This design comes from an exercise in tuning for a short achievable clock period and few clock cycles on the open sky130 flow, not from production work.
In this exercise RTL edits were held to simulation tests only and were not proved equivalent to the original.
Power is estimated from default activity; no workload was simulated.

[design/flow/constraint.sdc]
create_clock -name core_clock -period 10.0 [get_ports {clk}]
set_input_delay 2.0000 -clock core_clock [delete_from_list [all_inputs] [get_ports {clk}]]
set_output_delay 2.0000 -clock core_clock [all_outputs]
set_load 0.01 [all_outputs]
[design/flow/design.v]
typedef logic [31:0] rv32i_word;
typedef logic [4:0] rv32i_reg;
typedef logic [3:0] rv32i_mem_wmask;
typedef enum bit [6:0] {
    op_lui   = 7'b0110111,  
    op_auipc = 7'b0010111,  
    op_jal   = 7'b1101111,  
    op_jalr  = 7'b1100111,  
    op_br    = 7'b1100011,  
    op_load  = 7'b0000011,  
    op_store = 7'b0100011,  
    op_imm   = 7'b0010011,  
    op_reg   = 7'b0110011,  
    op_csr   = 7'b1110011   
} rv32i_opcode;
typedef enum bit [2:0] {
    beq  = 3'b000,
    bne  = 3'b001,
    blt  = 3'b100,
    bge  = 3'b101,
    bltu = 3'b110,
    bgeu = 3'b111
} branch_funct3_t;
typedef enum bit [2:0] {
    lb  = 3'b000,
    lh  = 3'b001,
    lw  = 3'b010,
    lbu = 3'b100,
    lhu = 3'b101
} load_funct3_t;
typedef enum bit [2:0] {
    sb = 3'b000,
    sh = 3'b001,
    sw = 3'b010
} store_funct3_t;
typedef enum bit [2:0] {
    add  = 3'b000,  
    sll  = 3'b001,
    slt  = 3'b010,
    sltu = 3'b011,
    axor = 3'b100,
    sr   = 3'b101,  
    aor  = 3'b110,
    aand = 3'b111
} arith_funct3_t;
typedef enum bit [2:0] {
    alu_add = 3'b000,
    alu_sll = 3'b001,
    alu_sra = 3'b010,
    alu_sub = 3'b011,
    alu_xor = 3'b100,
    alu_srl = 3'b101,
    alu_or  = 3'b110,
    alu_and = 3'b111
} alu_ops;
 typedef struct packed {
    logic [6:0] opcode;
    logic [2:0] aluop;
    logic [1:0] pcmux_sel;
    logic cmpmux_sel;
    logic alumux1_sel;
    logic [2:0] alumux2_sel;
    logic [3:0] regfilemux_sel;
    logic [2:0] cmpop;
    logic mem_read;
    logic mem_write;
    logic regfile_load;
    logic mem_resp;
    logic [3:0] mem_byte_enable;
 } rv32i_control_word;
   typedef struct packed {
    logic commit;
	 rv32i_word inst; 
    logic trap; 
	 rv32i_reg rs1_addr; 
	 rv32i_reg rs2_addr; 
	 rv32i_word rs1_rdata; 
	 rv32i_word rs2_rdata; 
    logic load_regfile; 
    rv32i_reg rd_addr; 
    rv32i_word rd_wdata; 
    rv32i_word pc_rdata; 
    rv32i_word pc_wdata; 
    rv32i_word mem_addr; 
    rv32i_mem_wmask mem_rmask; 
    rv32i_mem_wmask mem_wmask; 
    rv32i_word mem_rdata;
    rv32i_word mem_wdata; 
    logic [15:0] errorcode; 
} RVFIMonPacket;
package pcmux;
typedef enum bit [1:0] {
    pc_plus4  = 2'b00
    ,alu_out  = 2'b01
    ,alu_mod2 = 2'b10
} pcmux_sel_t;
endpackage
package marmux;
typedef enum bit {
    pc_out = 1'b0
    ,alu_out = 1'b1
} marmux_sel_t;
endpackage
package cmpmux;
typedef enum bit {
    rs2_out = 1'b0
    ,i_imm = 1'b1
} cmpmux_sel_t;
endpackage
package alumux;
typedef enum bit {
    rs1_out = 1'b0
    ,pc_out = 1'b1
} alumux1_sel_t;
typedef enum bit [2:0] {
    i_imm    = 3'b000
    ,u_imm   = 3'b001
    ,b_imm   = 3'b010
    ,s_imm   = 3'b011
    ,j_imm   = 3'b100
    ,rs2_out = 3'b101
} alumux2_sel_t;
endpackage
package regfilemux;
typedef enum bit [3:0] {
    alu_out   = 4'b0000
    ,br_en    = 4'b0001
    ,u_imm    = 4'b0010
    ,lw       = 4'b0011
    ,pc_plus4 = 4'b0100
    ,lb        = 4'b0101
    ,lbu       = 4'b0110   
    ,lh        = 4'b0111
    ,lhu       = 4'b1000   
} regfilemux_sel_t;
endpackage
module alu
(
    input logic [2:0] aluop,
    input [31:0] a, b,
    output logic [31:0] f
);
always_comb
begin
    unique case (aluop)
        alu_add:  f = a + b;
        alu_sll:  f = a << b[4:0];
        alu_sra:  f = $signed(a) >>> b[4:0];
        alu_sub:  f = a - b;
        alu_xor:  f = a ^ b;
        alu_srl:  f = a >> b[4:0];
        alu_or:   f = a | b;
        alu_and:  f = a & b;
    endcase
end
endmodule
module cmp
(
    input rv32i_word input1,
	 input rv32i_word input2,
	 input logic [2:0] cmpop,
	 output logic br_en
);
always_comb
begin	
    unique case (cmpop)
	     beq: begin
				if (input1 == input2) br_en = 1'b1;
				else br_en = 1'b0;
		  end
		  bne: begin 
				if (input1 != input2) br_en = 1'b1;
				else br_en = 1'b0;
		  end
		  blt: begin 
				if ($signed(input1) < $signed(input2)) br_en = 1'b1;
				else br_en = 1'b0;
		  end
		  bge: begin 
				if ($signed(input1) >= $signed(input2)) br_en = 1'b1;
				else br_en = 1'b0;
		  end
		  bltu: begin 
				if (input1 < input2) br_en = 1'b1;
				else br_en = 1'b0;
		  end	
		  bgeu: begin 
				if (input1 >= input2) br_en = 1'b1;
				else br_en = 1'b0;
		  end	
		  default: br_en = 1'b0;
	 endcase
end
endmodule 
module control_rom(
    input logic [6:0] opcode,
    input logic [6:0] funct7,
    input logic [2:0] funct3,
    output rv32i_control_word ctrl
);
always_comb
begin
    ctrl.opcode = opcode;
    ctrl.aluop = alu_add;
    ctrl.pcmux_sel = pcmux::pc_plus4;
    ctrl.cmpmux_sel = cmpmux::rs2_out;
    ctrl.alumux1_sel = alumux::rs1_out;
    ctrl.alumux2_sel = alumux::i_imm;
    ctrl.regfilemux_sel = regfilemux::alu_out;
    ctrl.cmpop = (3'b000);
    ctrl.mem_read = 1'b0;
    ctrl.mem_write = 1'b0;
    ctrl.regfile_load = 1'b0;
    ctrl.mem_resp = 1'b0;
    ctrl.mem_byte_enable = 4'b1111;
    case(opcode)
        op_lui: begin
				ctrl.aluop = alu_add;
            ctrl.regfilemux_sel = regfilemux::u_imm;
				ctrl.alumux1_sel = alumux::rs1_out;
				ctrl.alumux2_sel = alumux::u_imm;
            ctrl.regfile_load = 1'b1;
        end
        op_auipc: begin
            ctrl.alumux1_sel = alumux::pc_out;
            ctrl.alumux2_sel = alumux::u_imm;
            ctrl.aluop = alu_add;
            ctrl.regfile_load = 1'b1;
        end
        op_br: begin
            ctrl.alumux1_sel = alumux::pc_out;
            ctrl.alumux2_sel = alumux::b_imm;
            ctrl.pcmux_sel = pcmux::alu_out;
            ctrl.cmpop = (funct3);
        end
        op_load: begin
            ctrl.alumux1_sel = alumux::rs1_out;
            ctrl.alumux2_sel = alumux::i_imm;
            ctrl.aluop = alu_add;
            ctrl.mem_write = 1'b0;
            ctrl.mem_read = 1'b1;
            ctrl.regfile_load = 1'b1;
            case ((funct3))
                lb: ctrl.regfilemux_sel = regfilemux::lb;
                lh: ctrl.regfilemux_sel = regfilemux::lh;
                lbu: ctrl.regfilemux_sel = regfilemux::lbu;
                lhu: ctrl.regfilemux_sel = regfilemux::lhu;
                lw: ctrl.regfilemux_sel = regfilemux::lw;
					 default: ctrl.regfilemux_sel = regfilemux::lw;
            endcase
        end
        op_store: begin
            ctrl.alumux1_sel = alumux::rs1_out;
            ctrl.alumux2_sel = alumux::s_imm;
            ctrl.aluop = alu_add;
            ctrl.mem_write = 1'b1;
            ctrl.mem_read = 1'b0;
            case ((funct3))
                sb: ctrl.mem_byte_enable = 4'b0001;
                sh: ctrl.mem_byte_enable = 4'b0011;
                sw: ctrl.mem_byte_enable = 4'b1111;
                default: ctrl.mem_byte_enable = 4'b1111;
            endcase
        end
        op_imm: begin
            ctrl.regfile_load = 1;
            case ((funct3))
                slt: begin
							ctrl.cmpop = blt;
							ctrl.regfilemux_sel = regfilemux::br_en;
							ctrl.cmpmux_sel = cmpmux::i_imm;
                end
                sltu: begin
                    ctrl.cmpop = bltu;
                    ctrl.regfilemux_sel = regfilemux::br_en;
                    ctrl.cmpmux_sel = cmpmux::i_imm;
                end
                sr: begin
                    ctrl.alumux1_sel = alumux::rs1_out;
                    ctrl.alumux2_sel = alumux::i_imm;
                    case (funct7)
                        7'b0000000: begin  
                            ctrl.aluop = alu_srl;
                        end
                        7'b0100000: begin  
                            ctrl.aluop = alu_sra;
                        end
								default: ctrl.aluop = alu_srl;
                    endcase
                end
                add, sll, axor, aor, aand: begin
                    ctrl.aluop = (funct3);
                    ctrl.alumux1_sel = alumux::rs1_out;
                    ctrl.alumux2_sel = alumux::i_imm;
                    ctrl.regfilemux_sel = regfilemux::alu_out;
                end
            endcase
        end
        op_reg: begin
            ctrl.regfile_load = 1'b1;
            case ((funct3))
                slt: begin
                    ctrl.cmpop = blt;
							ctrl.regfilemux_sel = regfilemux::br_en;
							ctrl.cmpmux_sel = cmpmux::rs2_out;
                end
                sltu: begin
                     ctrl.cmpop = bltu;
							ctrl.regfilemux_sel = regfilemux::br_en;
							ctrl.cmpmux_sel = cmpmux::rs2_out;
                end
                sr: begin
							case (funct7)
                        7'b0000000: begin
                            ctrl.alumux1_sel = alumux::rs1_out;
                            ctrl.alumux2_sel = alumux::rs2_out;
                            ctrl.aluop = alu_srl;
                            ctrl.regfilemux_sel = regfilemux::alu_out;
                        end
                        7'b0100000: begin
                            ctrl.alumux1_sel = alumux::rs1_out;
                            ctrl.alumux2_sel = alumux::rs2_out;
                            ctrl.aluop = alu_sra;
                            ctrl.regfilemux_sel = regfilemux::alu_out;
                        end
								default: begin
									 ctrl.alumux1_sel = alumux::rs1_out;
                            ctrl.alumux2_sel = alumux::rs2_out;
                            ctrl.aluop = alu_srl;
                            ctrl.regfilemux_sel = regfilemux::alu_out;
								end
                    endcase
                end
                sll, axor, aor, aand: begin
                    ctrl.aluop = (funct3);
                    ctrl.alumux1_sel = alumux::rs1_out;
                    ctrl.alumux2_sel = alumux::rs2_out;
                    ctrl.regfilemux_sel = regfilemux::alu_out;
                end
                add: begin
                    case (funct7)
                        7'b0000000: begin
                            ctrl.aluop = alu_add;
                            ctrl.alumux1_sel = alumux::rs1_out;
                            ctrl.alumux2_sel = alumux::rs2_out;
                            ctrl.regfilemux_sel = regfilemux::alu_out;
                        end
                        7'b0100000: begin
                            ctrl.aluop = alu_sub;
                            ctrl.alumux1_sel = alumux::rs1_out;
                            ctrl.alumux2_sel = alumux::rs2_out;
                            ctrl.regfilemux_sel = regfilemux::alu_out;
                        end
								default: begin
									 ctrl.aluop = alu_add;
                            ctrl.alumux1_sel = alumux::rs1_out;
                            ctrl.alumux2_sel = alumux::rs2_out;
                            ctrl.regfilemux_sel = regfilemux::alu_out;
								end
                    endcase
                end
            endcase
        end
        op_jal: begin
            ctrl.regfile_load = 1;
            ctrl.regfilemux_sel = regfilemux::pc_plus4;
            ctrl.alumux1_sel = alumux::pc_out;
            ctrl.alumux2_sel = alumux::j_imm;
            ctrl.pcmux_sel = pcmux::alu_out;
        end
        op_jalr: begin
            ctrl.regfile_load = 1;
            ctrl.regfilemux_sel = regfilemux::pc_plus4;
            ctrl.alumux1_sel = alumux::rs1_out;
            ctrl.alumux2_sel = alumux::i_imm;
            ctrl.pcmux_sel = pcmux::alu_out;
        end
        default: begin
            ctrl = 0;    
        end
    endcase
end
endmodule
module regfile
(
    input clk,
    input rst,
    input load,
    input [31:0] in,
    input [4:0] src_a, src_b, dest,
    output logic [31:0] reg_a, reg_b
);
logic [31:0] data [32];
always_ff @(posedge clk)
begin
    if (rst)
    begin
        for (int i=0; i<32; i=i+1) begin
            data[i] <= '0;
        end
    end
    else if (load && dest)
    begin
        data[dest] <= in;
    end
end
always_comb
begin
	 if (load && dest == src_a && dest !=0) begin
		reg_a = in;
	 end
	 else begin
		reg_a = src_a ? data[src_a] : 0;
	 end
	 if (load && dest == src_b && dest !=0) begin
		reg_b = in;
	 end
	 else begin
		reg_b = src_b ? data[src_b] : 0;
	 end
end
endmodule
module register #(parameter width = 32)
(
    input clk,
    input rst,
    input load,
    input [width-1:0] in,
    output logic [width-1:0] out
);
logic [width-1:0] data;
always_ff @(posedge clk)
begin
    if (rst)
    begin
        data <= '0;
    end
    else if (load)
    begin
        data <= in;
    end
    else
    begin
        data <= data;
    end
end
always_comb
begin
    out = data;
end
endmodule
module pc_register #(parameter width = 32)
(
    input clk,
    input rst,
    input load,
    input [width-1:0] in,
    output logic [width-1:0] out
);
logic [width-1:0] data;
always_ff @(posedge clk)
begin
    if (rst)
    begin
        data <= 32'h00000060;
    end
    else if (load)
    begin
        data <= in;
    end
    else
    begin
        data <= data;
    end
end
always_comb
begin
    out = data;
end
endmodule
module forwarding_unit
(
    input logic [4:0] rs1_in,
    input logic [4:0] rs2_in,
    input logic [4:0] EXMEM_rd,
    input logic [4:0] MEMWB_rd,
	 input logic regwrite_exmem,
	 input logic regwrite_memwb,
    output logic [1:0] forward1,
    output logic [1:0] forward2
);
always_comb
begin
    if((regwrite_exmem) && (rs1_in == EXMEM_rd) && (EXMEM_rd != 0)) forward1 = 2'b10;
    else if((regwrite_memwb) && (MEMWB_rd != 0) && !((regwrite_exmem) && (EXMEM_rd != 0) && (EXMEM_rd == rs1_in)) && (rs1_in == MEMWB_rd)) forward1 = 2'b01;
    else forward1 = 2'b00;
    if((regwrite_exmem) && (rs2_in == EXMEM_rd) && (EXMEM_rd != 0)) forward2 = 2'b10;
    else if((regwrite_memwb) && (MEMWB_rd != 0) && !((regwrite_exmem) && (EXMEM_rd != 0) && (EXMEM_rd == rs2_in)) && (rs2_in == MEMWB_rd)) forward2 = 2'b01;
    else forward2 = 2'b00;
end
endmodule
module hazard_detection
(
    input logic mem_read,
    input logic [4:0] rs1_hazard,
    input logic [4:0] rs2_hazard,
    input logic [4:0] rs2_out_IDEX,
    output logic hazard_stall
);
always_comb
begin
    if(mem_read == 1'b1 && ((rs1_hazard == rs2_out_IDEX) || (rs2_hazard == rs2_out_IDEX))) hazard_stall = 1;
    else hazard_stall = 0;
end
endmodule
module IF(
    input clk,
    input rst,
    input logic [1:0] pcmux_sel,
    input rv32i_word pc_imm,
	input rv32i_word pc_alu_mod2,
    input logic pc_load,
	 input logic is_branch,
	 input logic true_branch,
    output rv32i_word pc_out,
	output logic [31:0] inst_addr,
	output logic inst_read,
	output RVFIMonPacket IF_packet_out,
	output rv32i_word IF_pcmux_out
);
rv32i_word pcmux_out;
logic [1:0] pc_mux;
always_comb begin
	if(is_branch == 1'b1 && !true_branch) begin
		pc_mux = pcmux::pc_plus4;
	end
	else if (true_branch) begin
		pc_mux = pcmux_sel;
	end
	else begin
		pc_mux = pcmux::pc_plus4;
	end
end
assign inst_read = 1'b1;
assign inst_addr = pc_out;
assign IF_pcmux_out = pcmux_out;
	RVFIMonPacket packet;
	assign packet.commit = 0;
	assign packet.inst = 0;
	assign packet.trap = 0;
	assign packet.rs1_addr = 0;
	assign packet.rs2_addr = 0;
	assign packet.rs1_rdata = 0;
	assign packet.rs2_rdata = 0;
	assign packet.load_regfile = 0;
	assign packet.rd_addr = 0;
	assign packet.rd_wdata = 0;
	assign packet.pc_rdata = pc_out;
	assign packet.pc_wdata = pcmux_out;
	assign packet.mem_addr = 0;
	assign packet.mem_rmask = 0;
	assign packet.mem_wmask = 0;
	assign packet.mem_rdata = 0;
	assign packet.mem_wdata = 0;
	assign packet.errorcode = 0;
	assign IF_packet_out = packet;
pc_register pc(
    .clk,
    .rst,
    .load(pc_load),  
    .in(pcmux_out),
    .out(pc_out)
);
always_comb begin : MUXES
    unique case (pc_mux)
        pcmux::pc_plus4: pcmux_out = pc_out + 4;
        pcmux::alu_out : pcmux_out = pc_imm;
		  pcmux::alu_mod2 : pcmux_out = pc_alu_mod2;
		  default: pcmux_out = pc_out + 4;
	 endcase
end
endmodule
module IF_ID(
    input clk,
    input rst,
    input rv32i_word pc_out,
	 input logic stall,
	 input logic true_branch,
    input logic [31:0] inst_rdata,
    output rv32i_word pc_out_IFID,
    output rv32i_word inst_out_IFID,
	 input RVFIMonPacket IF_ID_packet_in,
	 output RVFIMonPacket IF_ID_packet_out,
	 input rv32i_word IF_ID_pcmux_in,
	 output rv32i_word IF_ID_pcmux_out
);
rv32i_word pc_out_IFID_int, pc_out_IFID_int_int;
rv32i_word inst_out_IFID_int, inst_out_IFID_int_int;
assign pc_out_IFID = pc_out_IFID_int_int;
assign inst_out_IFID = inst_out_IFID_int_int;
register pc_IFID(
    .clk,
    .rst(rst || true_branch),
    .load(stall),
    .in(pc_out),
    .out(pc_out_IFID_int)
);
register inst_IFID(
    .clk,
    .rst(rst || true_branch),
    .load(stall),
    .in(inst_rdata),
    .out(inst_out_IFID_int)
);
register #(.width(330)) packet_IFID(
    .clk,
    .rst(rst || true_branch),
    .load(stall),
    .in(IF_ID_packet_in),
    .out(IF_ID_packet_out)
);
register pcmux_out_IFID(
    .clk,
    .rst(rst || true_branch),
    .load(stall),
    .in(IF_ID_pcmux_in),
    .out(IF_ID_pcmux_out)
);
always_comb begin
	if (true_branch) begin
		pc_out_IFID_int_int = 32'b0;
		inst_out_IFID_int_int = 32'b0;
	end
	else begin
		pc_out_IFID_int_int = pc_out_IFID_int;
		inst_out_IFID_int_int = inst_out_IFID_int;
	end
end
endmodule
module ID(
    input clk,
    input rst,
    input rv32i_word inst,
    input rv32i_word regfile_in,
    input logic regfile_load,
    input logic [4:0] ID_rd_in,
	 input logic hazard_stall,
	 input logic true_branch,
    output rv32i_control_word ID_ctrl_out,
    output rv32i_word rs1_out, 
    output rv32i_word rs2_out,
	 output logic [4:0] rs1_hazard,
	 output logic [4:0] rs2_hazard,
	 output logic [4:0] ID_rd_out,
    output rv32i_word ID_inst_out,
	 output logic is_branch,
	 input RVFIMonPacket ID_packet_in,
	 output RVFIMonPacket ID_packet_out,
	 input rv32i_word ID_pcmux_in,
	 output rv32i_word ID_pcmux_out
);
logic [31:0] inst_int;
assign ID_inst_out = inst_int;
rv32i_control_word ctrl_out;
logic [6:0] opcode;
logic [4:0] rs1, rs2, rd_int;
logic [2:0] funct3;
logic [6:0] funct7;
assign rs1 = inst[19:15];
assign rs2 = inst[24:20];
assign funct3 = inst[14:12];
assign funct7 = inst[31:25];
assign opcode = (inst[6:0]);
assign rd_int = inst[11:7];
assign rs1_hazard = rs1;
assign rs2_hazard = rs2;
	assign ID_packet_out.commit = 0;
	assign ID_packet_out.inst = inst;
	assign ID_packet_out.trap = 0;
	assign ID_packet_out.rs1_addr = rs1;
	assign ID_packet_out.rs2_addr = rs2;
	assign ID_packet_out.rs1_rdata = rs1_out;
	assign ID_packet_out.rs2_rdata = rs2_out;
	assign ID_packet_out.load_regfile = regfile_load;
	assign ID_packet_out.rd_addr = 0;
	assign ID_packet_out.rd_wdata = rd_int;
	assign ID_packet_out.pc_rdata = ID_packet_in.pc_rdata;
	assign ID_packet_out.pc_wdata = ID_pcmux_in;
	assign ID_packet_out.mem_addr = 0;
	assign ID_packet_out.mem_rmask = 0;
	assign ID_packet_out.mem_wmask = 0;
	assign ID_packet_out.mem_rdata = 0;
	assign ID_packet_out.mem_wdata = 0;
	assign ID_packet_out.errorcode = 0;
	assign ID_pcmux_out = ID_pcmux_in;
control_rom control_rom(
    .opcode,
    .funct7,
    .funct3,
    .ctrl(ctrl_out)
);
regfile regfile(
    .clk,
    .rst,
    .load(regfile_load),
    .in(regfile_in),
    .src_a(rs1), 
    .src_b(rs2), 
    .dest(ID_rd_in),
    .reg_a(rs1_out), 
    .reg_b(rs2_out)
);
always_comb begin
	if (opcode == op_br || opcode == op_jal || opcode == op_jalr) begin
		is_branch = 1'b1;
	end
	else begin
		is_branch = 1'b0;
	end
end
logic stall_miss;
assign stall_miss = hazard_stall || true_branch;
always_comb begin 
	 unique case(stall_miss)
				1'b0: begin
					ID_ctrl_out = ctrl_out;
					ID_rd_out = rd_int;
					inst_int = inst;
				end
				1'b1: begin
					ID_ctrl_out = 32'b0;
					ID_rd_out = 5'b0;
					inst_int = 32'b0;
				end
				default: begin
					ID_ctrl_out = ctrl_out;
					ID_rd_out = rd_int;
					inst_int = inst;
				end
	 endcase
end
endmodule
module ID_EX(
    input clk,
    input rst,
    input rv32i_word pc_out_IFID,
    input rv32i_control_word ID_ctrl_out,
    input rv32i_word inst_out_IFID,
    input rv32i_word rs1_out,
    input rv32i_word rs2_out,
	 input logic [4:0] rs1_hazard,
	 input logic [4:0] rs2_hazard,
	 input logic [4:0] ID_rd_out,
	 input logic stall,
	 input logic hazard_stall,
	 input logic true_branch,
    output rv32i_word pc_out_IDEX,
    output rv32i_control_word IDEX_ctrl_out,
    output rv32i_word inst_out_IDEX,
    output rv32i_word rs1_out_IDEX,
    output rv32i_word rs2_out_IDEX,
	 output logic [4:0] rs1_hazard_out_IDEX,
	 output logic [4:0] rs2_hazard_out_IDEX,
	 output logic [4:0] rd_out_IDEX,
	 input RVFIMonPacket ID_EX_packet_in,
	 output RVFIMonPacket ID_EX_packet_out,
	 input rv32i_word ID_EX_pcmux_in,
	 output rv32i_word ID_EX_pcmux_out
);
register pc_IDEX(
    .clk,
    .rst(rst || true_branch),
    .load(stall),
    .in(pc_out_IFID),
    .out(pc_out_IDEX)
);
register inst_IDEX(
    .clk,
    .rst(rst || true_branch),
    .load(stall),
    .in(inst_out_IFID),
    .out(inst_out_IDEX)
);
register #(.width(32)) ctrl_IDEX(
    .clk,
    .rst(rst || true_branch),
    .load(stall),
    .in(ID_ctrl_out),
    .out(IDEX_ctrl_out)
);
register rs1_IDEX(
    .clk,
    .rst(rst || true_branch),
    .load(stall),
    .in(rs1_out),
    .out(rs1_out_IDEX)
);
register rs2_IDEX(
    .clk,
    .rst(rst || true_branch),
    .load(stall),
    .in(rs2_out),
    .out(rs2_out_IDEX)
);
register #(.width(5)) rs1_h(
    .clk,
    .rst(rst || true_branch),
    .load(stall),
    .in(rs1_hazard),
    .out(rs1_hazard_out_IDEX)
);
register #(.width(5)) rs2_h(
    .clk,
    .rst(rst || true_branch),
    .load(stall),
    .in(rs2_hazard),
    .out(rs2_hazard_out_IDEX)
);
register #(.width(5)) _rd(
    .clk,
    .rst(rst || true_branch),
    .load(stall),
    .in(ID_rd_out),
    .out(rd_out_IDEX)
);
register #(.width(330)) packet_IDEX(
    .clk,
    .rst(rst || true_branch),
    .load(stall),
    .in(ID_EX_packet_in),
    .out(ID_EX_packet_out)
);
register pcmux_out_IDEX(
    .clk,
    .rst(rst || true_branch),
    .load(stall),
    .in(ID_EX_pcmux_in),
    .out(ID_EX_pcmux_out)
);
endmodule
module EX(
    input clk,
    input rst,
    input rv32i_word inst,
    input rv32i_word rs1_in,
    input rv32i_word rs2_in,
    input rv32i_control_word EX_ctrl_in,
    input rv32i_word pc_in,
	 input logic hazard_stall,
    input logic [1:0] forward1,
    input logic [1:0] forward2,
    input rv32i_word WB_regfile_in,
    input rv32i_word alu_out_EXMEM,
	 input logic [4:0] rd_out_IDEX,
    output rv32i_word EX_rs2_out,
    output rv32i_word alu_out,
    output rv32i_control_word EX_ctrl_out,
    output logic [4:0] rd,
    output [31:0] EX_u_imm_out,
	 output rv32i_word EX_alu_mod2,
	 output logic [1:0] pcmux_sel,
    output rv32i_word EX_pc_out,
	 output logic [31:0] branch_pc,
	 output logic true_branch,
	 input RVFIMonPacket EX_packet_in,
	 output RVFIMonPacket EX_packet_out,
	 input rv32i_word EX_pcmux_in,
	 output rv32i_word EX_pcmux_out,
	 output logic EX_cmp
);
logic [31:0] i_imm, s_imm, b_imm, u_imm, j_imm;
logic [4:0] rd_temp;
rv32i_word alu_mux1_out;
rv32i_word alu_mux2_out, alu_mod2;
rv32i_word EX_rs1_in, EX_rs2_in;
rv32i_word fwdmux1_out;
rv32i_word fwdmux2_out;
logic cmp_out;
assign EX_cmp = cmp_out;
assign EX_rs1_in = rs1_in;
assign EX_rs2_in = rs2_in;
assign EX_rs2_out = fwdmux2_out;
logic true_branch_int;
assign true_branch = true_branch_int;
logic [31:0] branch_pc_int, alu_out_int;
assign branch_pc = branch_pc_int;
logic [1:0] pcmux_sel_int;
assign pcmux_sel = pcmux_sel_int;
assign EX_pcmux_out = EX_pcmux_in;
assign i_imm = {{21{inst[31]}}, inst[30:20]};
assign s_imm = {{21{inst[31]}}, inst[30:25], inst[11:7]};
assign b_imm = {{20{inst[31]}}, inst[7], inst[30:25], inst[11:8], 1'b0};
assign u_imm = {inst[31:12], 12'h000};
assign j_imm = {{12{inst[31]}}, inst[19:12], inst[20], inst[30:21], 1'b0};
assign rd = rd_out_IDEX;
assign EX_ctrl_out = EX_ctrl_in;
assign EX_u_imm_out = u_imm;
assign EX_pc_out = pc_in;
logic trap;
logic [4:0] rs1_addr, rs2_addr;
logic [3:0] rmask, wmask;
logic [6:0] opcode;
logic [2:0] funct3;
assign funct3 = inst[14:12];
assign opcode = (inst[6:0]);
assign alu_out = (((funct3) == slt || (funct3) == sltu) && (EX_ctrl_in.opcode == op_reg || EX_ctrl_in.opcode == op_imm)) ? cmp_out : alu_out_int;
logic [2:0] branch_funct3;
logic [2:0] store_funct3;
logic [2:0] load_funct3;
assign branch_funct3 = (funct3);
assign load_funct3 = (funct3);
assign store_funct3 = (funct3);
always_comb
begin : trap_check
    trap = 0;
    rmask = '0;
    wmask = '0;
    case (opcode)
        op_lui, op_auipc, op_imm, op_reg, op_jal, op_jalr:;
        op_br: begin
            case (branch_funct3)
                beq, bne, blt, bge, bltu, bgeu:;
                default: trap = 1;
            endcase
        end
        op_load: begin
            case (load_funct3)
                lw: rmask = 4'b1111;
                lh, lhu: rmask = 4'b0011;
                lb, lbu: rmask = 4'b0001;
                default: trap = 1;
            endcase
        end
        op_store: begin
            case (store_funct3)
                sw: wmask = 4'b1111;
                sh: wmask = 4'b0011;
                sb: wmask = 4'b0001;
                default: trap = 1;
            endcase
        end
        default: trap = 1;
    endcase
end
	assign EX_packet_out.commit = 0;
	assign EX_packet_out.inst = inst;
	assign EX_packet_out.trap = trap;
	assign EX_packet_out.rs1_addr = EX_packet_in.rs1_addr;
	assign EX_packet_out.rs2_addr = EX_packet_in.rs2_addr;
	assign EX_packet_out.rs1_rdata = fwdmux1_out;
	assign EX_packet_out.rs2_rdata = fwdmux2_out;
	assign EX_packet_out.load_regfile = EX_packet_in.load_regfile;
	assign EX_packet_out.rd_addr = 0;
	assign EX_packet_out.rd_wdata = EX_packet_in.rd_wdata;
	assign EX_packet_out.pc_rdata = EX_packet_in.pc_rdata;
	assign EX_packet_out.pc_wdata = (true_branch) ? branch_pc : (EX_packet_out.pc_rdata + 4);
	assign EX_packet_out.mem_addr = 0;
	assign EX_packet_out.mem_rmask = rmask;
	assign EX_packet_out.mem_wmask = 0;
	assign EX_packet_out.mem_rdata = 0;
	assign EX_packet_out.mem_wdata = 0;
	assign EX_packet_out.errorcode = 0;
cmp cmp(
    .input1(fwdmux1_out),
	 .input2((EX_ctrl_in.cmpmux_sel == cmpmux::i_imm) ? i_imm : fwdmux2_out),
	 .cmpop(EX_ctrl_in.cmpop),
	 .br_en(cmp_out)
);
alu alu(
    .aluop(EX_ctrl_in.aluop),
    .a(alu_mux1_out), 
    .b(alu_mux2_out),
    .f(alu_out_int)
);
assign alu_mod2 = {alu_out[31:1], 1'b0};
assign EX_alu_mod2 = alu_mod2;
always_comb begin: Muxes
	 unique case (forward1)  
        2'b00 : fwdmux1_out = EX_rs1_in;
        2'b01 : fwdmux1_out = WB_regfile_in;
        2'b10 : fwdmux1_out = alu_out_EXMEM;
		  default : fwdmux1_out = EX_rs1_in;
    endcase
    unique case (forward2)  
		  2'b00: fwdmux2_out = EX_rs2_in;
		  2'b01: fwdmux2_out = WB_regfile_in;
		  2'b10: fwdmux2_out = alu_out_EXMEM;
		  default : fwdmux2_out = EX_rs2_in;
    endcase
    unique case (EX_ctrl_in.alumux1_sel)  
        alumux::rs1_out: begin
				if (EX_ctrl_in.opcode == op_lui) begin
					alu_mux1_out = 32'b0;
				end
				else begin
					alu_mux1_out = fwdmux1_out;
				end
			end
        alumux::pc_out : alu_mux1_out = pc_in;
		  default: alu_mux1_out = fwdmux1_out;
    endcase
    unique case (EX_ctrl_in.alumux2_sel)  
        alumux::i_imm : alu_mux2_out = i_imm;
        alumux::u_imm : alu_mux2_out = u_imm;
        alumux::b_imm : alu_mux2_out = b_imm;
        alumux::s_imm : alu_mux2_out = s_imm;
        alumux::j_imm : alu_mux2_out = j_imm;
        alumux::rs2_out : alu_mux2_out = fwdmux2_out;
		  default: alu_mux2_out = fwdmux2_out;
    endcase
	 unique case(EX_ctrl_in.opcode)
		op_jal: begin
			branch_pc_int = EX_pc_out + j_imm;
			pcmux_sel_int = EX_ctrl_in.pcmux_sel;
			true_branch_int = 1'b1;
		end
		op_jalr: begin
			branch_pc_int = (fwdmux1_out + i_imm) & 32'hFFFFFFFE;
			pcmux_sel_int = EX_ctrl_in.pcmux_sel;
			true_branch_int = 1'b1;
		end
		op_br: begin 
			branch_pc_int = EX_pc_out + b_imm;
			pcmux_sel_int = (EX_ctrl_in.pcmux_sel && {1'b0, cmp_out});
			true_branch_int = cmp_out;
		end
		default: begin
			branch_pc_int = 32'b0;
			true_branch_int = 1'b0;
			pcmux_sel_int = EX_ctrl_in.pcmux_sel;
		end
	endcase
end
endmodule
module EX_MEM(
    input clk,
    input rst,
    input rv32i_word rs2_out_IDEX,
    input rv32i_word alu_out,
	 input logic EX_cmp,
    input rv32i_word IDEX_ctrl_out,
    input logic [4:0] rd_in,
    input rv32i_word EX_u_imm_in,
    input rv32i_word EXMEM_pc_in,
	 input logic stall,
    output logic [4:0] rd_out_EXMEM,
    output rv32i_control_word EXMEM_ctrl_out,
    output rv32i_word alu_out_EXMEM,
    output rv32i_word rs2_out_EXMEM,
    output rv32i_word u_imm_out_EXMEM,
    output rv32i_word EXMEM_pc_out,
	 output logic EX_MEM_cmp,
	 input RVFIMonPacket EX_MEM_packet_in,
	 output RVFIMonPacket EX_MEM_packet_out
);
register #(.width(32)) ctrl_EXMEM(
    .clk,
    .rst,
    .load(stall),
    .in(IDEX_ctrl_out),
    .out(EXMEM_ctrl_out)
);
register alu_EXMEM(
    .clk,
    .rst,
    .load(stall),
    .in(alu_out),
    .out(alu_out_EXMEM)
);
register rs2_EXMEM(
    .clk,
    .rst,
    .load(stall),
    .in(rs2_out_IDEX),
    .out(rs2_out_EXMEM)
);
register #(.width(5)) rd_EXMEM(
    .clk,
    .rst,
    .load(stall),
    .in(rd_in),
    .out(rd_out_EXMEM)
);
register #(.width(1)) cmp_EXMEM(
    .clk,
    .rst,
    .load(stall),
    .in(EX_cmp),
    .out(EX_MEM_cmp)
);
register u_imm_EXMEM(
    .clk,
    .rst,
    .load(stall),
    .in(EX_u_imm_in),
    .out(u_imm_out_EXMEM)
);
register pc_EXMEM(
    .clk,
    .rst,
    .load(stall),
    .in(EXMEM_pc_in),
    .out(EXMEM_pc_out)
);
register #(.width(330)) packet_EXMEM(
    .clk,
    .rst,
    .load(stall),
    .in(EX_MEM_packet_in),
    .out(EX_MEM_packet_out)
);
endmodule
module MEM(
    input clk,
    input rst,
    input rv32i_word rs2_in,
    input rv32i_control_word MEM_ctrl_in,
    input logic [31:0] data_rdata,
    input rv32i_word alu_out_in,
	 input logic [4:0] MEM_rd_in,
    input rv32i_word MEM_pc_in,
	 input rv32i_word u_imm_in,
	 input logic EX_MEM_cmp,
    output logic [31:0] data_wdata,
    output logic [31:0] data_addr,
    output logic [3:0] data_mbe,
    output logic data_read,
    output logic data_write,
    output logic [31:0] MEM_data_read,
    output rv32i_word MEM_alu_out,
    output rv32i_control_word MEM_ctrl_out,
	 output logic [4:0] MEM_rd_out,
    output rv32i_word MEM_pc_out,
	 output rv32i_word MEM_u_imm_out,
	 output logic MEM_cmp,
    input RVFIMonPacket MEM_packet_in,
	 output RVFIMonPacket MEM_packet_out
);
    assign data_mbe = MEM_ctrl_in.mem_byte_enable << alu_out_in[1:0];
    assign data_read = MEM_ctrl_in.mem_read;
    assign data_write = MEM_ctrl_in.mem_write;
    assign data_addr = {alu_out_in[31:2], 2'b00};
    assign MEM_data_read = data_rdata >> (8 * alu_out_in[1:0]);
	 assign data_wdata = rs2_in << (8 * alu_out_in[1:0]);
    assign MEM_alu_out = alu_out_in;
    assign MEM_ctrl_out = MEM_ctrl_in;
	 assign MEM_rd_out = MEM_rd_in;
    assign MEM_pc_out = MEM_pc_in;
	 assign MEM_u_imm_out = u_imm_in;
	 assign MEM_cmp = EX_MEM_cmp;
	 assign MEM_packet_out.commit = 0;
	 assign MEM_packet_out.inst = MEM_packet_in.inst;
	 assign MEM_packet_out.trap = MEM_packet_in.trap;
	 assign MEM_packet_out.rs1_addr = MEM_packet_in.rs1_addr;
	 assign MEM_packet_out.rs2_addr = MEM_packet_in.rs2_addr;
	 assign MEM_packet_out.rs1_rdata = MEM_packet_in.rs1_rdata ;
	 assign MEM_packet_out.rs2_rdata = MEM_packet_in.rs2_rdata;
	 assign MEM_packet_out.load_regfile = MEM_packet_in.load_regfile;
	 assign MEM_packet_out.rd_addr = 0;
	 assign MEM_packet_out.rd_wdata = MEM_packet_in.rd_wdata;
	 assign MEM_packet_out.pc_rdata = MEM_packet_in.pc_rdata;
	 assign MEM_packet_out.pc_wdata = MEM_packet_in.pc_wdata;
	 assign MEM_packet_out.mem_addr = data_addr;
	 assign MEM_packet_out.mem_rmask = (data_read) ? data_mbe : 0;
	 assign MEM_packet_out.mem_wmask = (data_write) ? data_mbe : 0;
	 assign MEM_packet_out.mem_rdata = data_rdata;
	 assign MEM_packet_out.mem_wdata = data_wdata;
	 assign MEM_packet_out.errorcode = 0;
endmodule
module MEM_WB(
    input clk,
    input rst,
    input logic [31:0] read_data,
    input rv32i_word u_imm_in,
    input logic [4:0] MEMWB_rd_in,
    input rv32i_word alu_out_EXMEM,
    input rv32i_control_word MEM_ctrl_out,
    input rv32i_word MEMWB_pc_in,
	 input logic stall,
	 input logic MEM_cmp,
    output rv32i_word read_data_out_MEMWB,
    output rv32i_word u_imm_out_MEMWB,
    output logic [4:0] rd_out_MEMWB,
    output rv32i_word alu_out_MEMWB,
    output rv32i_control_word MEMWB_ctrl_out,
    output rv32i_word MEMWB_pc_out,
	 output logic MEM_WB_cmp,
	 input RVFIMonPacket MEM_WB_packet_in,
	 output RVFIMonPacket MEM_WB_packet_out
);
register alu_MEMWB(
    .clk,
    .rst,
    .load(stall),
    .in(alu_out_EXMEM),
    .out(alu_out_MEMWB)
);
register u_imm_MEMWB(
    .clk,
    .rst,
    .load(stall),
    .in(u_imm_in),
    .out(u_imm_out_MEMWB)
);
register rdata_MEMWB(
    .clk,
    .rst,
    .load(stall),
    .in(read_data),
    .out(read_data_out_MEMWB)
);
register #(.width(5)) rd_MEMWB(
    .clk,
    .rst,
    .load(stall),
    .in(MEMWB_rd_in),
    .out(rd_out_MEMWB)
);
register #(.width(1)) cmp_MEMWB(
    .clk,
    .rst,
    .load(stall),
    .in(MEM_cmp),
    .out(MEM_WB_cmp)
);
register #(.width(32)) ctrl_EXMEM(
    .clk,
    .rst,
    .load(stall),
    .in(MEM_ctrl_out),
    .out(MEMWB_ctrl_out)
);
register pc_MEMWB(
    .clk,
    .rst,
    .load(stall),
    .in(MEMWB_pc_in),
    .out(MEMWB_pc_out)
);
register #(.width(330)) packet_MEMWB(
    .clk,
    .rst,
    .load(stall),
    .in(MEM_WB_packet_in),
    .out(MEM_WB_packet_out)
);
endmodule
module WB(
    input clk,
    input rst,
    input logic [31:0] WB_u_imm_in,
    input rv32i_control_word WB_ctrl_in,
    input rv32i_word WB_alu_in,
	 input logic [4:0] WB_rd_in,
    input rv32i_word WB_mem_in,
    input rv32i_word WB_pc_in,
	 input logic MEM_WB_cmp,
    output rv32i_word WB_regfilemux_out,
	 output rv32i_control_word WB_ctrl_out,
	 output logic [4:0] WB_rd_out,
    input RVFIMonPacket WB_packet_in,
	 output RVFIMonPacket WB_packet_out,
	 input logic pc_load,
	 input rv32i_word pc_wdata
);
rv32i_word regfilemux_out, alu_in, u_imm_in, mem_in, pc_in;
logic WB_cmp;
assign WB_regfilemux_out = regfilemux_out;
assign u_imm_in = WB_u_imm_in;
assign mem_in = WB_mem_in;
assign WB_ctrl_out = WB_ctrl_in;
assign WB_rd_out = WB_rd_in;
assign pc_in = WB_pc_in;
assign WB_cmp = MEM_WB_cmp;
	 assign WB_packet_out.commit = pc_load && WB_packet_in.inst != 0;
	 assign WB_packet_out.inst = WB_packet_in.inst;
	 assign WB_packet_out.trap = WB_packet_in.trap;
	 assign WB_packet_out.rs1_addr = WB_packet_in.rs1_addr;
	 assign WB_packet_out.rs2_addr = WB_packet_in.rs2_addr;
	 assign WB_packet_out.rs1_rdata = WB_packet_in.rs1_rdata ;
	 assign WB_packet_out.rs2_rdata = WB_packet_in.rs2_rdata;
	 assign WB_packet_out.load_regfile = WB_ctrl_in.regfile_load;
	 assign WB_packet_out.rd_addr = WB_rd_in;
	 assign WB_packet_out.rd_wdata = (WB_rd_in != 0) ? regfilemux_out : 0;
	 assign WB_packet_out.pc_rdata = WB_packet_in.pc_rdata;
	 assign WB_packet_out.pc_wdata = WB_packet_in.pc_wdata;
	 assign WB_packet_out.mem_addr = WB_packet_in.mem_addr;
	 assign WB_packet_out.mem_rmask = WB_packet_in.mem_rmask;
	 assign WB_packet_out.mem_wmask = WB_packet_in.mem_wmask;
	 assign WB_packet_out.mem_rdata = WB_packet_in.mem_rdata;
	 assign WB_packet_out.mem_wdata = WB_packet_in.mem_wdata;
	 assign WB_packet_out.errorcode = 0;
always_comb begin: Muxes
    unique case (WB_ctrl_in.regfilemux_sel)
        regfilemux::alu_out     : regfilemux_out = WB_alu_in;
        regfilemux::br_en       : regfilemux_out = {30'd0, WB_cmp};
        regfilemux::u_imm       : regfilemux_out = u_imm_in;
        regfilemux::lw          : regfilemux_out = mem_in;
        regfilemux::lh          : regfilemux_out = {{17{mem_in[15]}},mem_in[14:0]};
        regfilemux::lhu         : regfilemux_out = {16'd0, mem_in[15:0]};
        regfilemux::lb          : regfilemux_out = {{25{mem_in[7]}}, mem_in[6:0]};
        regfilemux::lbu         : regfilemux_out = {24'd0, mem_in[7:0]};
        regfilemux::pc_plus4    : regfilemux_out = pc_in + 4;
		default: regfilemux_out = WB_alu_in;
    endcase
end
endmodule
module cpu(
    input clk,
    input rst,
    input logic [31:0] inst_rdata,
	input logic [31:0] data_rdata,
    input logic inst_resp,
    input logic data_resp,
	 input logic icache_hit,
	 input logic dcache_hit,
    output logic inst_read,
    output logic [31:0] inst_addr,
    output logic data_read,
    output logic data_write,
    output logic [3:0] data_mbe,
    output logic [31:0] data_addr,
    output logic [31:0] data_wdata
);
    rv32i_word pc_out;
    logic [1:0] pcmux_sel;
	 rv32i_word pc_imm;
    rv32i_word pc_out_IFID, inst_out_IFID;
    rv32i_control_word ID_ctrl_out;
    rv32i_word rs1_out, rs2_out, ID_inst_out;
	 logic [4:0] ID_rd_in, ID_rd_out;
	 logic is_branch;
    rv32i_word inst_out_IDEX, pc_out_IDEX, rs1_out_IDEX, rs2_out_IDEX; 
    rv32i_control_word IDEX_ctrl_out;
	 logic [4:0] rs1_hazard_out_IDEX, rd_out_IDEX;
	 logic [4:0] rs2_hazard_out_IDEX;
    rv32i_control_word EX_ctrl_out;
    rv32i_word EX_pc_imm, alu_out;
	 rv32i_word EX_rs2_out;
    logic [4:0] rd;
    logic [31:0] EX_u_imm_out, branch_pc;
	 rv32i_word EX_alu_mod2;
    rv32i_word EX_pc_out;
	 logic true_branch;
	 logic EX_cmp;
	 logic [4:0] rd_in;
    logic [4:0] rd_out_EXMEM;
    rv32i_control_word EXMEM_ctrl_out;
    rv32i_word alu_out_EXMEM;
    rv32i_word rs2_out_EXMEM;
    rv32i_word u_imm_out_EXMEM;
    rv32i_word EXMEM_pc_in, EXMEM_pc_out;
	 logic EX_MEM_cmp;
    logic [31:0] MEM_data_read;
    rv32i_word MEM_alu_out;
    rv32i_control_word MEM_ctrl_out;
	 logic [4:0] MEM_rd_in, MEM_rd_out;
    rv32i_word MEM_pc_in, MEM_pc_out, MEM_u_imm_out;
	 logic MEM_cmp;
    rv32i_word read_data_out_MEMWB;
    rv32i_word u_imm_out_MEMWB;
    logic [4:0] rd_out_MEMWB;
    rv32i_word alu_out_MEMWB;
    rv32i_control_word MEMWB_ctrl_out;
    rv32i_word MEMWB_pc_in, MEMWB_pc_out;
	 logic MEM_WB_cmp;
    rv32i_word WB_regfilemux_out;
	 rv32i_word regfile_in;
	 rv32i_control_word WB_ctrl_out;
	 logic [4:0] WB_rd_out;
    rv32i_word WB_pc_in;
    logic [1:0] forward1;
    logic [1:0] forward2;
	 logic [4:0] rs1_hazard;
	 logic [4:0] rs2_hazard;
	 logic hazard_stall;
	 RVFIMonPacket IF_packet_out;
	 RVFIMonPacket IF_ID_packet_out;
	 RVFIMonPacket ID_packet_out;
	 RVFIMonPacket ID_EX_packet_out;
	 RVFIMonPacket EX_packet_out;
	 RVFIMonPacket EX_MEM_packet_out;
	 RVFIMonPacket MEM_packet_out;
	 RVFIMonPacket MEM_WB_packet_out;
	 RVFIMonPacket WB_packet_out;
	 rv32i_word IF_pcmux_out;
	 rv32i_word IF_ID_pcmux_out;
	 rv32i_word ID_pcmux_out;
	 rv32i_word ID_EX_pcmux_out;
	 rv32i_word EX_pcmux_out;
	 logic stall;
	 assign stall = (inst_read && !inst_resp) || (data_read && !data_resp) || (data_write && !data_resp);
    IF IF(
        .clk,
        .rst,
        .pcmux_sel,
		  .is_branch,
		  .true_branch,
        .pc_imm(branch_pc),
		  .pc_alu_mod2(EX_alu_mod2),
        .pc_load(!stall && !hazard_stall),
		  .inst_read,
		  .inst_addr,
        .pc_out,
		  .IF_packet_out,
		  .IF_pcmux_out
    );
    IF_ID IF_ID(
        .clk,
        .rst,
        .pc_out,
		  .true_branch(true_branch && !stall),
        .inst_rdata,
        .pc_out_IFID,
        .inst_out_IFID,
		  .stall(!stall && !hazard_stall),
		  .IF_ID_packet_in(IF_packet_out),
		  .IF_ID_packet_out,
		  .IF_ID_pcmux_in(IF_pcmux_out),
		  .IF_ID_pcmux_out
    );
    ID ID(
        .clk,
        .rst,
        .inst(inst_out_IFID),
        .regfile_in(WB_regfilemux_out),
        .regfile_load(WB_ctrl_out.regfile_load),
        .ID_rd_in(rd_out_MEMWB),
		  .hazard_stall,
        .ID_ctrl_out,
        .rs1_out, 
        .rs2_out,
		  .rs1_hazard,
		  .rs2_hazard,
        .ID_inst_out,
		  .is_branch,
		  .true_branch,
		  .ID_rd_out,
		  .ID_packet_in(IF_ID_packet_out),
		  .ID_packet_out,
		  .ID_pcmux_in(IF_ID_pcmux_out),
		  .ID_pcmux_out
    );
    ID_EX ID_EX(
        .clk,
        .rst,
        .pc_out_IFID,
        .ID_ctrl_out,
        .inst_out_IFID(ID_inst_out),
		  .ID_rd_out,
		  .rs1_hazard, 
		  .rs2_hazard,
        .rs1_out,
        .rs2_out,
        .pc_out_IDEX,
        .IDEX_ctrl_out,
        .inst_out_IDEX,
		  .rs1_out_IDEX,
		  .rs2_out_IDEX,
		  .rs1_hazard_out_IDEX,
		  .rs2_hazard_out_IDEX,
		  .stall(!stall),
		  .hazard_stall,
		  .true_branch(true_branch && !stall),
		  .rd_out_IDEX,
		  .ID_EX_packet_in(ID_packet_out),
		  .ID_EX_packet_out,
		  .ID_EX_pcmux_in(ID_pcmux_out),
		  .ID_EX_pcmux_out
    );
    EX EX(
        .clk,
        .rst,
        .inst(inst_out_IDEX),
        .rs1_in(rs1_out_IDEX),
        .rs2_in(rs2_out_IDEX),
        .EX_ctrl_in(IDEX_ctrl_out),
        .pc_in(pc_out_IDEX),
		  .rd_out_IDEX,
        .forward1,
        .forward2,
        .WB_regfile_in(WB_regfilemux_out),
        .alu_out_EXMEM,
        .EX_rs2_out,
        .alu_out,
        .EX_ctrl_out,
        .rd,
        .EX_u_imm_out,
	     .EX_alu_mod2,
		  .hazard_stall,
		  .pcmux_sel,
        .EX_pc_out,
		  .branch_pc,
		  .true_branch,
		  .EX_packet_in(ID_EX_packet_out),
		  .EX_packet_out,
		  .EX_pcmux_in(ID_EX_pcmux_out),
		  .EX_pcmux_out,
		  .EX_cmp
    );
    EX_MEM EX_MEM(
        .clk,
        .rst,
        .rs2_out_IDEX(EX_rs2_out),
        .alu_out,
        .IDEX_ctrl_out(EX_ctrl_out),
		  .EX_cmp,
		  .EX_u_imm_in(EX_u_imm_out),
        .rd_in(rd),
        .u_imm_out_EXMEM,
        .rd_out_EXMEM,
        .EXMEM_ctrl_out,
        .alu_out_EXMEM,
        .rs2_out_EXMEM,
        .EXMEM_pc_in(EX_pc_out),
        .EXMEM_pc_out,
		  .stall(!stall),
		  .EX_MEM_packet_in(EX_packet_out),
		  .EX_MEM_packet_out,
		  .EX_MEM_cmp
    );
    MEM MEM(
        .clk,
        .rst,
        .rs2_in(rs2_out_EXMEM),
        .MEM_ctrl_in(EXMEM_ctrl_out),
        .data_rdata,
		  .EX_MEM_cmp,
		  .u_imm_in(u_imm_out_EXMEM),
        .alu_out_in(alu_out_EXMEM),
		  .MEM_rd_in(rd_out_EXMEM),
        .data_wdata,
        .data_addr,
        .data_mbe,
        .data_read,
        .data_write,
        .MEM_data_read,
        .MEM_alu_out,
        .MEM_ctrl_out,
		  .MEM_rd_out,
        .MEM_pc_in(EXMEM_pc_out),
		  .MEM_u_imm_out,
		  .MEM_cmp,
        .MEM_pc_out,
		  .MEM_packet_in(EX_MEM_packet_out),
		  .MEM_packet_out
    );
    MEM_WB MEM_WB(
        .clk,
        .rst,
        .read_data(MEM_data_read),
        .u_imm_in(MEM_u_imm_out),
        .MEMWB_rd_in(MEM_rd_out),
        .alu_out_EXMEM(MEM_alu_out),
		  .MEM_cmp,
        .MEM_ctrl_out,
        .read_data_out_MEMWB,
        .u_imm_out_MEMWB,
        .rd_out_MEMWB,
        .alu_out_MEMWB,
        .MEMWB_ctrl_out,
        .MEMWB_pc_in(MEM_pc_out),
        .MEMWB_pc_out,
		  .stall(!stall),
		  .MEM_WB_packet_in(MEM_packet_out),
		  .MEM_WB_packet_out,
		  .MEM_WB_cmp
    );
    WB WB(
       .clk,
       .rst,
		 .MEM_WB_cmp,
       .WB_u_imm_in(u_imm_out_MEMWB),
		 .WB_rd_in(rd_out_MEMWB),
       .WB_ctrl_in(MEMWB_ctrl_out),
       .WB_alu_in(alu_out_MEMWB),
       .WB_mem_in(read_data_out_MEMWB), 
		 .WB_ctrl_out,
       .WB_regfilemux_out,
		 .WB_rd_out,
       .WB_pc_in(MEMWB_pc_out),
		 .WB_packet_in(MEM_WB_packet_out),
		 .WB_packet_out,
		 .pc_load(!stall),
		 .pc_wdata(EX_pcmux_out)
    );
    forwarding_unit forwarding_unit(
        .rs1_in(rs1_hazard_out_IDEX),
        .rs2_in(rs2_hazard_out_IDEX),
        .EXMEM_rd(rd_out_EXMEM),
        .MEMWB_rd(rd_out_MEMWB),
		  .regwrite_exmem(EXMEM_ctrl_out.regfile_load),
		  .regwrite_memwb(MEMWB_ctrl_out.regfile_load),
        .forward1,
        .forward2
    );
	 hazard_detection hazard_detection(
			.mem_read(IDEX_ctrl_out.mem_read),
			.rs1_hazard,
			.rs2_hazard,
			.rs2_out_IDEX(rd_out_IDEX),
			.hazard_stall
    );
endmodule
[design/flow/run.sh]
#!/bin/bash
# synth_recipe.tcl (not shown) runs the flow's synth.tcl, then flattens the netlist and writes it again
# the make line also repeats each setting of config.mk as NAME=value (left out here)
make -C /OpenROAD-flow-scripts/flow DESIGN_CONFIG=/design/flow/config.mk WORK_HOME=/design/flow/orfs CLKGATE_MAP_FILE= SYNTH_SCRIPT=/design/flow/synth_recipe.tcl finish
[design/flow/config.mk]
export PLATFORM = sky130hd
export DESIGN_NAME = cpu
export DESIGN_NICKNAME = cpu
export VERILOG_FILES = /design/flow/design.v
export SDC_FILE = /design/flow/constraint.sdc
export NUM_CORES = 4
export LEC_CHECK = 0
export CAP_MARGIN = 20
export CORE_MARGIN = 2
export CORE_UTILIZATION = 40
export SLEW_MARGIN = 20
==> results.txt <==
-- tightest hold or removal path, delay by kind of cell (launching register included) --
family / cells / cell delay (ns)
flops: 1 / 0.31
simple gates: 1 / 0.06
compound gates: 1 / 0.05
-- kinds of logic (layout without fill, tap and decap cells) --
kind of cell,Yosys count,after routing
fa+ha+maj,194,194
buf+inv,1154,1128
compound gates,2906,2906
flops,1539,1539
simple gates,3314,3314
mux,827,827
other cells,2,51
xor+xnor,149,149
-- state kept, by name (all words and copies together) (netlist names), 10 cells and up --
name,flops
ID_EX.rs2_IDEX.data,32
ID_EX.pc_IDEX.data,32
EX_MEM.u_imm_EXMEM.data,20
EX_MEM.pc_EXMEM.data,32
MEM_WB.alu_MEMWB.data,32
EX_MEM.rs2_EXMEM.data,32
EX_MEM.alu_EXMEM.data,32
ID_EX.ctrl_IDEX.data,29
IF_ID.inst_IFID.data,32
EX_MEM.ctrl_EXMEM.data,10
MEM_WB.pc_MEMWB.data,32
IF_ID.pc_IFID.data,32
ID_EX.inst_IDEX.data,21
MEM_WB.rdata_MEMWB.data,32
IF.pc.data,32
ID.regfile.data,1024
ID_EX.rs1_IDEX.data,32
MEM_WB.u_imm_MEMWB.data,20
-- power by group through the flow --
stage	Combinational [mW]	Clock, mW	Sequential (mW)
floorplan	1.71	0	7.26
global placement	3.02	0	7.38
detailed placement	3.03	0	7.40
CTS	3.04	6.92	7.26
global route	3.24	7.17	7.29
finish	3.15	6.90	7.28
-- final cells by class --
| type | count | share of cell area [%] |
|---|---|---|
| timing repair buffer | 663 | 5.497 |
| clock inverter | 92 | 1.100 |
| tap | 3043 | 3.608 |
| antenna | 16 | 0.03794 |
| inverter | 139 | 0.4944 |
| clock buffer | 234 | 4.699 |
| sequential | 1539 | 38.94 |
| multi-input combinational | 7425 | 45.62 |
-- routing by layer --
| layer | up-vias | wire length (um) | global-route usage, % |
|---|---|---|---|
| met5 | - | 217 | 0 |
| met4 | 32 | 41620 | 28.50 |
| met3 | 1638 | 49830 | 8.897 |
| met2 | 6169 | 200600 | 57.09 |
| met1 | 43110 | 165100 | 45.35 |
| li1 | 37036 | - | - |
-- through the flow --
stage / hold WS [ns] / utilization, % / setup WS (ns)
after floorplan: 0.4249 / - / 3.480
after global placement: 0.4377 / 42.81 / 1.298
after detailed placement: 0.4400 / 42.81 / 1.134
after CTS: 0.4488 / 45.45 / 1.147
after global routing: 0.4639 / 45.45 / 0.4969
final: 0.4507 / 45.47 / 0.6339
-- worst max-delay path by stage --
stage | to | depth (start not counted) | slack [ns] | startpoint
2_1_floorplan | EX_MEM.alu_EXMEM.data[31] | 31 | 3.48 | EX_MEM.rd_EXMEM.data[1]
3_3_place_gp | ID_EX.rs2_IDEX.data[4] | 23 | 1.30 | MEM_WB.ctrl_EXMEM.data[11]
3_5_place_dp | ID_EX.rs2_IDEX.data[4] | 23 | 1.13 | MEM_WB.ctrl_EXMEM.data[11]
4_1_cts | ID_EX.rs2_IDEX.data[4] | 23 | 1.15 | MEM_WB.ctrl_EXMEM.data[11]
5_1_grt | ID_EX.rs2_IDEX.data[4] | 23 | 0.50 | MEM_WB.ctrl_EXMEM.data[11]
6_report | ID_EX.rs2_IDEX.data[4] | 23 | 0.63 | MEM_WB.ctrl_EXMEM.data[11]
-- placed cells by master, fill, tap and decap left out, drive strengths merged, types with 75 or more instances in the layout --
master / count
nor2: 1471
edfxtp: 1024
nand2: 932
a21oi: 879
o21ai: 636
dfxtp: 515
mux2i: 512
buf: 497
nand3: 287
clkbuf: 234
ha: 191
mux2: 187
clkdlybuf4s50: 166
a211oi: 152
nor3: 147
inv: 137
mux4: 128
xnor2: 101
o211ai: 92
a22oi: 87
a31oi: 87
a221oi: 84
a21o: 80
nor4: 79
or3: 78
o22ai: 75
==> results.cfg <==
[run_status]
outcome = complete, no violations

[timing]
setup_viol = 0
setup_tns_ns = 0
period_needed_ns = 9.366
fin_skew_ns = 0.09217
max_slew_margin_pct = 12.11
fmax_mhz = 106.8
hold_viol_final = 0
rsz0062_at_grt = false
final_max_slew_viol_count = 0
worstMarginPinSlew_ns = 1.305
finalCritPeriodShare_pct = 93.66

[clock_network]
clockRootBuffer = clkbuf_16
cts_max_level = 4
cts_sinks = 1539
hold_buffers = 0
cts_tree = yes
post_cts_resized = 0
clockBufferDepth = 3
cts_setup_buffers = 0
clk_pin_slew_ns = 0.06
cts_buffers = 178
clk_latency_ns = 0.89

[setup_path]
crit_path_start_kind = flip-flop
critPathCaptureType = flip-flop
r2r_end = ID_EX.rs2_IDEX.data[4]
cp_max_fo = 72
cpMaxStageDelayCell = nor4_1
reg2regPathDepth = 23
arrival_ns = 10.19
cp_top_family = simple AND/OR/NAND/NOR gates
crit_type = reg -> reg
cpMostUsedCell = buf_4
cp_cell_sequence = or4_1, o211ai_1, o32a_1, nor3_4, buf_4, o21ai_0, a21o_1, ha_1, nand4_1, nor4_2, nand4_1, nand4b_1, o2111ai_1, nor2_1, a31oi_4, buf_4, nor3_4, buf_12, a21o_1, o22ai_1, buf_4, nor4_1, or3_1
r2r_start = MEM_WB.ctrl_EXMEM.data[11]
crit_required_ns = 10.82
slowest_delay_ns = 1.02
crit_buf_inv = 4
ff2ff_setup_slack_ns = 0.63

[yosys]
synthCells = 10085
synth-seq-area-share_pct = 44.04
syn_area_sq_um = 93220
ys.flop_type = edfxtp_1
yosys-top-cells-count = nor2_1, edfxtp_1, nand2_1, a21oi_1, clkbuf_1
synth_edf_count = 1024
async_flop_share_pct = 0
yosysMostFrequentCell = nor2_1
synth.distinct_cells = 121
ys_warn_count = 17
synth_top_family_by_area = compound AO/OA/AOI/OAI gates
synth-seq-cells = 1539
synth_top_area_share_pct = 32.99
yosys.area_share.simple_pct = 15.50
synth_xor_area_share_pct = 1.408
synthMuxAreaShare_pct = 10.85
synth_compound_area_share_pct = 20.47
synth_top_area_cell = edfxtp_1
avgSynthCellArea_sq_um = 9.244
synth_fa_ha_area_share_pct = 2.628
synthTopCellsByArea = edfxtp_1, dfxtp_1, nor2_1

[placement]
place_hpwl_um = 309900
finalWeightedCongestion = 1.052
dp_cells = 12809
placed_cell_area_sq_um = 99360
io_buffers = 167

[cells_and_area]
nFillCells = 22104
nets = 10210
multi_input_area_sq_um = 48140
fin_area_sq_um = 105500
area_growth_pct = 13.19
final_cells = 13151
drive_above_1_share_pct = 12.72
ff_latch_area_sq_um = 41090

[drt]
num_vias = 87985
viasPerCell = 6.690
drtAntennaViolNets = 0
wirelength_um = 457400
dr.pass1.iters = 7
drt_iter0_drc = 12236
drc_errors = 0
wl_per_cell_um = 34.78

[pwr]
p_leak_nw = 36.24
switching_share_pct = 30.92
comb_power_share_pct = 18.2
irDropWorstVdd_v = 0.0001400
p_seq_share_pct = 42.0
intPower_mw = 11.97
power_mw = 17.33
p_switching_mw = 5.358
power_density_nw_per_um2 = 164.2
p_clk_share_pct = 39.8

[floorplan]
boundaryPins = 173
die-area_sq_um = 236900
die_y_um = 486.8
die_w_um = 486.8
num_rows = 177
core_sq_um = 232100
start_util_pct = 40.17

[min_path]
min_path_type = reg -> reg
hold_depth = 2
hp-start = EX_MEM.ctrl_EXMEM.data[11]
whs_endpoint = MEM_WB.ctrl_EXMEM.data[11]

[global_routing]
grt_max_degree = 140
grtUsageTotal_pct = 37.27
overflow = 0
grt_pass1_vias = 83297
antenna_found_initial = 27
grt_pass1_wl_um = 633700

[run]
max-cap-violations = 0
Testbench counts, summed over its fixed seeds: cycles 145,357.

==> what the ideal ports hide <==
The results above use ideal ports. As a check the final layout listed here was re-extracted and re-timed, cells and wires unchanged.
Step 1 assumes that a clkbuf_16 drives the clock port and a buf_2 every other input.
Step 2 times the ports against the registers' clock, not the clock port: input delays grow and output delays shrink by t, the midpoint of the rising clock arrivals with the driver on.
Slacks: ideal / step 1 / step 2; pairs: ideal / step 1.
t, ns: 0.940
setup WS [ns]: 0.634 / 0.634 / 0.634
worst setup path after step 2: register to register
After both steps setup and hold are still met in this run. For this run, drivers alone change the setup slack by 0.000 ns; drivers and shift together by 0.000 ns.
